What follows belongs to an exercise in optimizing a design on an open flow for small area; a production flow would make more cautious choices.
Where RTL was checked, it was by simulation tests only, not by an equivalence proof against the original.

==> trial 4: inputs <==
==> flow/design.v (excerpt) <==
module tero_top (CLK, RST, MODE, SW, LED, TXD,
                 TERO_COUNT, TERO_OEFF, TERO_CTR, TERO_PRE, RO_SEL);
    input        CLK, RST;
    input  [1:0] MODE;
    input  [3:0] SW;
    output [7:0] LED;
    output       TXD;
    input  [8:0] TERO_COUNT;
    input        TERO_OEFF;
    output       TERO_CTR, TERO_PRE;
    output [19:0] RO_SEL;
    localparam STATE_MODE   = 3'd0;
    localparam STATE_WAIT   = 3'd1;
    localparam STATE_START  = 3'd2;
    localparam STATE_OSC    = 3'd3;
    localparam STATE_DRAIN  = 3'd4;
    localparam STATE_NEXT   = 3'd5;
    localparam STATE_FINI   = 3'd6;
    function [27:0] inc;             
        input [27:0] a;
        input        e;
        integer      j;
        reg          k;
        begin
            k = e;
            for (j = 0; j < 28; j = j + 1) begin
                inc[j] = a[j] ^ k;
                k      = k & a[j];
            end
        end
    endfunction
    function [27:0] add;             
        input [27:0] a, b;
        integer      j;
        reg          k;
        begin
            k = 1'b0;
            for (j = 0; j < 28; j = j + 1) begin
                add[j] = a[j] ^ b[j] ^ k;
                k      = (a[j] & b[j]) | (k & (a[j] ^ b[j]));
            end
        end
    endfunction
    function [27:0] updn;            
        input [27:0] a;
        input        u, d;
        integer      j;
        reg          k;
        begin
            k = u ^ d;
            for (j = 0; j < 28; j = j + 1) begin
                updn[j] = a[j] ^ k;
                k       = k & ~(a[j] ^ u);
            end
        end
    endfunction
    reg         m0, m1;      
    reg         mode_d;
    reg   [2:0] state;
    reg  [19:0] cnt;
    reg   [2:0] sel_cnt;
    reg  [19:0] ro_sel;
    wire        ctr     = (state == STATE_OSC);
    wire        in_next = (state == STATE_NEXT);
    wire        first   = (cnt[11:0] == 12'h000);
  ...
Settings: LEC_CHECK=0, ABC_AREA=1, CAP_MARGIN=20, CORE_MARGIN=2, CORE_UTILIZATION=40, CTS_BUF_LIST=sky130_fd_sc_hd__clkbuf_8, CTS_CLUSTER_DIAMETER=50, CTS_CLUSTER_SIZE=15, SLEW_MARGIN=20; clock period 10.0 ns.
standard.sh (not shown) runs the stock make flow with config.mk's settings and CLKGATE_MAP_FILE= SYNTH_SCRIPT=/design/flow/synth_recipe.tcl, a recipe that flattens the netlist after the stock synthesis.
==> flow/flow/run.sh <==
#!/bin/bash
# Own layout flow: the standard layout (standard.sh, unchanged synthesis,
# floorplan, power grid, placement, routing), with two settings changed:
#  - ports are buffered with the smallest buffer (buf_1) instead of the
#    default pick, and
#  - clock tree synthesis uses clkbuf_8 leaf clusters without dummy loads.
set -euo pipefail
export BUFFER_PORTS_ARGS="-buffer_cell sky130_fd_sc_hd__buf_1"
export CTS_ARGS="-sink_clustering_enable -repair_clock_nets -buf_list sky130_fd_sc_hd__clkbuf_8 -sink_clustering_size 15 -sink_clustering_max_diameter 50 -dont_use_dummy_load"
bash standard.sh finish > standard_flow.log 2>&1
==> inputs of trial 17, as changes to trial 4 <==
--- a/flow/design.v
+++ b/flow/design.v
@@ -171,17 +171,27 @@
     reg         mode_d;
     reg   [2:0] state;
     reg  [19:0] cnt;
     reg   [2:0] sel_cnt;
     reg  [19:0] ro_sel;
     wire        ctr     = (state == STATE_OSC);
     wire        in_next = (state == STATE_NEXT);
     wire        first   = (cnt[11:0] == 12'h000);
-    wire        last    = (cnt[11:0] == 12'hfff);
+    wire        cnt_en  = (state == STATE_WAIT) | (ctr & oe);
+    wire [20:0] ck;
+    assign ck[0] = cnt_en;
+    genvar g;
+    generate
+        for (g = 0; g < 20; g = g + 1) begin : cnt_carry
+            assign ck[g+1] = ck[g] & cnt[g];
+        end
+    endgenerate
+    wire        last_e  = ck[12];    
+    wire        all1_e  = ck[20];
     reg         ctr_buf;
     reg   [7:0] din;
     reg         oe;
     reg   [7:0] coe;
     assign TERO_CTR = ctr_buf;
     assign TERO_PRE = (coe[1:0] == 2'b00);
     always @(posedge CLK) begin
         ctr_buf <= ctr;
@@ -200,17 +210,17 @@
                         1'b0, din[3], 1'b0, din[2], 1'b0, din[1], 1'b0, din[0]};
     wire [15:0] sq_0 = {7'b0, (din[0]) ? din[7:1] : 7'b0,  2'b0};
     wire [15:0] sq_1 = {6'b0, (din[1]) ? din[7:2] : 6'b0,  4'b0};
     wire [15:0] sq_2 = {5'b0, (din[2]) ? din[7:3] : 5'b0,  6'b0};
     wire [15:0] sq_3 = {4'b0, (din[3]) ? din[7:4] : 4'b0,  8'b0};
     wire [15:0] sq_4 = {3'b0, (din[4]) ? din[7:5] : 3'b0, 10'b0};
     wire [15:0] sq_5 = {2'b0, (din[5]) ? din[7:6] : 2'b0, 12'b0};
     wire [15:0] sq_6 = {1'b0, (din[6]) ? din[7:7] : 1'b0, 14'b0};
-    wire        en_sum = oe & ~last;
+    wire        en_sum = oe & ~last_e;
     wire        oe_d   = ctr_buf & ~ctr;     
     wire [27:0] ssum_n;
     sqacc SQ (.a(ssum & {28{~(oe & first)}}), .x(din), .pa(oe), .pb(oe_d), .y(ssum_n));
     always @(posedge CLK) begin
         ssum <= ssum_n;
         sum  <= add(sum & {20{~(oe & first)}}, din & {8{en_sum}});
         sat  <= (sat & ~(oe & first)) | (en_sum & skip);
     end
@@ -228,17 +238,17 @@
     reg         busy;
     reg   [5:0] wc;
     reg   [3:0] bc;
     wire        ready  = (vc == 4'd0);
     wire        full   = fcnt[5];
     wire        empty  = (fcnt == 6'd0);
     wire        wv     = ~ready & ~full;
     wire        rv     = ~empty & ~busy;
-    wire        uwe    = (~m0) ? ((in_next) ? ready : (last & oe)) :
+    wire        uwe    = (~m0) ? ((in_next) ? ready : last_e) :
                          (m1)  ? (pkc == 3'd7 && oe) : oe;
     always @(posedge CLK) begin
         if (RST) begin
             vc   <= 4'd0;
             fcnt <= 6'd0;
         end else begin
             if (ready) begin
                 if (uwe)
@@ -278,29 +288,29 @@
     localparam N = 33;
     reg   [7:0] st [0:N-1];
     reg [N-1:0] e;           
     reg [N-1:0] fr;          
     wire        w32  = (wc == 6'd32);
     wire        done = busy & w32 & (bc == 4'd9);
     integer     i;
     always @(*) begin
-        fr[0] = e[0] | done;
+        fr[0] = e[0] | done | (empty & ~busy);    
         for (i = 1; i < N; i = i + 1)
             fr[i] = e[i] | fr[i-1];
     end
     always @(posedge CLK) begin
         for (i = 0; i < N-1; i = i + 1)
             if (fr[i])
                 st[i] <= st[i+1];
         if (fr[N-1])
             st[N-1] <= wdata;
         for (i = 0; i < N-1; i = i + 1)
-            e[i] <= RST | (e[i+1] & fr[i]);
-        e[N-1] <= RST | (~wv & fr[N-1]);
+            e[i] <= e[i+1] & fr[i];
+        e[N-1] <= ~wv & fr[N-1];
     end
     always @(posedge CLK) begin
         wc <= (busy & ~w32) ? inc(wc, 1'b1) : 6'd0;
         if (RST | done)
             bc <= 4'd0;
         else
             bc <= inc(bc, busy & w32);
         if (RST)
@@ -331,21 +341,27 @@
     assign LED[6]    = (sel_cnt == 3'd2);
     assign LED[5]    = (sel_cnt == 3'd1);
     assign LED[4]    = (sel_cnt == 3'd0);
     assign LED[3:0]  = (sel_cnt == 3'd0) ? ro_sel[ 3: 0] :
                        (sel_cnt == 3'd1) ? ro_sel[ 7: 4] :
                        (sel_cnt == 3'd2) ? ro_sel[11: 8] :
                        (sel_cnt == 3'd3) ? ro_sel[15:12] : ro_sel[19:16];
     assign RO_SEL    = ro_sel;
-    wire        cnt_en = (state == STATE_WAIT) | (ctr & oe);
-    wire        ld     = (state == STATE_WAIT) & (cnt == 20'hfffff) & MODE[0] & ~mode_d;
-    wire [19:0] ro_inc = inc(ro_sel, in_next & ready);
+    wire        ld     = (state == STATE_WAIT) & all1_e & MODE[0] & ~mode_d;
+    wire [20:0] rk;
+    assign rk[0] = in_next & ready;
+    generate
+        for (g = 0; g < 20; g = g + 1) begin : ro_carry
+            assign rk[g+1] = rk[g] & ro_sel[g];
+        end
+    endgenerate
+    wire [19:0] ro_inc = ro_sel ^ rk[19:0];
     always @(posedge CLK) begin
-        cnt <= (RST) ? 20'h00000 : inc(cnt, cnt_en);
+        cnt <= (RST) ? 20'h00000 : cnt ^ ck[19:0];
         if (RST)
             ro_sel <= 20'h00000;
         else begin
             ro_sel[19:16] <= (ld && sel_cnt == 3'd0) ? SW : ro_inc[19:16];
             ro_sel[15:12] <= (ld && sel_cnt == 3'd4) ? SW : ro_inc[15:12];
             ro_sel[11: 8] <= (ld && sel_cnt == 3'd3) ? SW : ro_inc[11: 8];
             ro_sel[ 7: 4] <= (ld && sel_cnt == 3'd2) ? SW : ro_inc[ 7: 4];
             ro_sel[ 3: 0] <= (ld && sel_cnt == 3'd1) ? SW : ro_inc[ 3: 0];
@@ -361,39 +377,39 @@
         end else begin
             if (state == STATE_MODE) begin
                 m0        <= MODE[0];
                 m1        <= MODE[1];
                 mode_d    <= MODE[0];
                 sel_cnt   <= (MODE[0]) ? 3'd0 : (MODE[1]) ? 3'd3 : 3'd4;
                 state     <= (MODE[0]) ? STATE_WAIT : STATE_START;
             end else if (state == STATE_WAIT) begin
-                if (cnt == 20'hfffff) begin
+                if (all1_e) begin
                     mode_d   <= MODE[0];
                     if (MODE[0] & ~mode_d) begin
                         sel_cnt  <= (sel_cnt != 3'd0) ? sel_cnt - 1'b1 : 3'd4;
                         state    <= (sel_cnt != 3'd1) ? STATE_WAIT     : STATE_START;
                     end
                 end
             end else if (state == STATE_START) begin
                 state    <= STATE_OSC;
             end else if (state == STATE_OSC) begin
                 if (oe) begin
                     state    <= (full)       ? STATE_DRAIN :
                                 (m0 == 1'b1) ? STATE_START :
-                                (last)       ? STATE_NEXT  : STATE_START;
-                    if (cnt == 20'hfffff && m0 == 1'd1) begin
+                                (last_e)     ? STATE_NEXT  : STATE_START;
+                    if (all1_e && m0 == 1'd1) begin
                         sel_cnt  <= (sel_cnt != 3'd0) ? sel_cnt - 1'b1 : 3'd4;
                     end
                 end
             end else if (state == STATE_DRAIN) begin
                 if (empty) begin
                     state    <= (m0 == 1'b1) ? STATE_START :
                                 (first)      ? STATE_NEXT  : STATE_START;
                 end
             end else if (state == STATE_NEXT) begin
                 if (ready) begin
-                    state    <= (ro_sel == ((m1) ? 20'h0ffff : 20'hfffff)) ? STATE_FINI : STATE_START;
+                    state    <= ((m1) ? rk[16] : rk[20]) ? STATE_FINI : STATE_START;
                 end
             end
         end
     end
 endmodule
==> flow/flow/run.sh (replaced) <==
#!/bin/bash
# Own layout flow: the standard layout (standard.sh, unchanged synthesis,
# floorplan, power grid, placement, routing), with two settings changed:
#  - ports are buffered with the smallest buffer (buf_1) instead of the
#    default pick, and
#  - clock tree synthesis uses clkbuf_8 leaf clusters without dummy loads.
set -euo pipefail
export BUFFER_PORTS_ARGS="-buffer_cell sky130_fd_sc_hd__buf_1"
export CTS_ARGS="-sink_clustering_enable -repair_clock_nets -buf_list sky130_fd_sc_hd__clkbuf_8 -sink_clustering_size 18 -sink_clustering_max_diameter 60 -dont_use_dummy_load"
bash standard.sh finish > standard_flow.log 2>&1
CORE_UTILIZATION = 70   (was 40)
CTS_BUF_LIST = unset   (was sky130_fd_sc_hd__clkbuf_8)
CTS_CLUSTER_DIAMETER = unset   (was 50)
CTS_CLUSTER_SIZE = unset   (was 15)
==> qor.txt <==
Skew final = 0.0974 ns
Outcome = timing/DRC/antenna clean
Register area share after synthesis = 0.676
Post-Synth Simple-Gate Area = 0.102
Sw Ratio = 0.266
Setup crit end = ssum[27]
Final worst-path cycle share = 0.780
Non-Clock Buffer Area Fraction = 0.0103
Hold Startpoint = st[29][3]
Layout fillers = 3974
Synth Area in Compound Gates = 0.0581
Chip width = 214 um
Met2 usage = 0.216
Crit path required time = 10.39 ns
Yosys top cell area share = 0.488
Area delta synth->final = 7.99%
the above is filed under trial 4

==> qor.txt <==
Met2 usage = 0.380
Hold Startpoint = st[28][1]
Synth Area in Compound Gates = 0.0422
Sw Ratio = 0.309
Outcome = timing/DRC/antenna clean
Register area share after synthesis = 0.680
Non-Clock Buffer Area Fraction = 0.0114
Skew final = 0.0405 ns
the above is filed under trial 17

Only the layout flow was run in trial 4; the RTL was not checked for function there.

## static timing again, ports no longer ideal
In the flow no input, the clock included, has a driving cell. The finished layouts below were timed again as built, in two steps.
Step 1 (the two cells are an assumption about what drives the block):
set clk [get_ports {CLK}]
set_driving_cell -lib_cell sky130_fd_sc_hd__clkbuf_16 $clk
set_driving_cell -lib_cell sky130_fd_sc_hd__buf_2 [delete_from_list [all_inputs] $clk]
Step 2 moves the port delays by t, midway between the first and last clock arrival at a register: inputs arrive t later, outputs are due t later. That takes back most of the time a late clock gives input paths.
Three values: no drivers, after step 1, after step 2; two values: the first two.
run	t, ns	slack for setup (ns)	worst setup path at the end	worst data-port slew with drivers (ns)	cell pins on the clock port's net
trial 4	0.595	2.200 / 2.200 / 2.200	register to register	0.03	1
trial 17	0.629	1.755 / 1.755 / 1.755	register to register	0.05	1
After both steps every run listed still meets setup and hold.
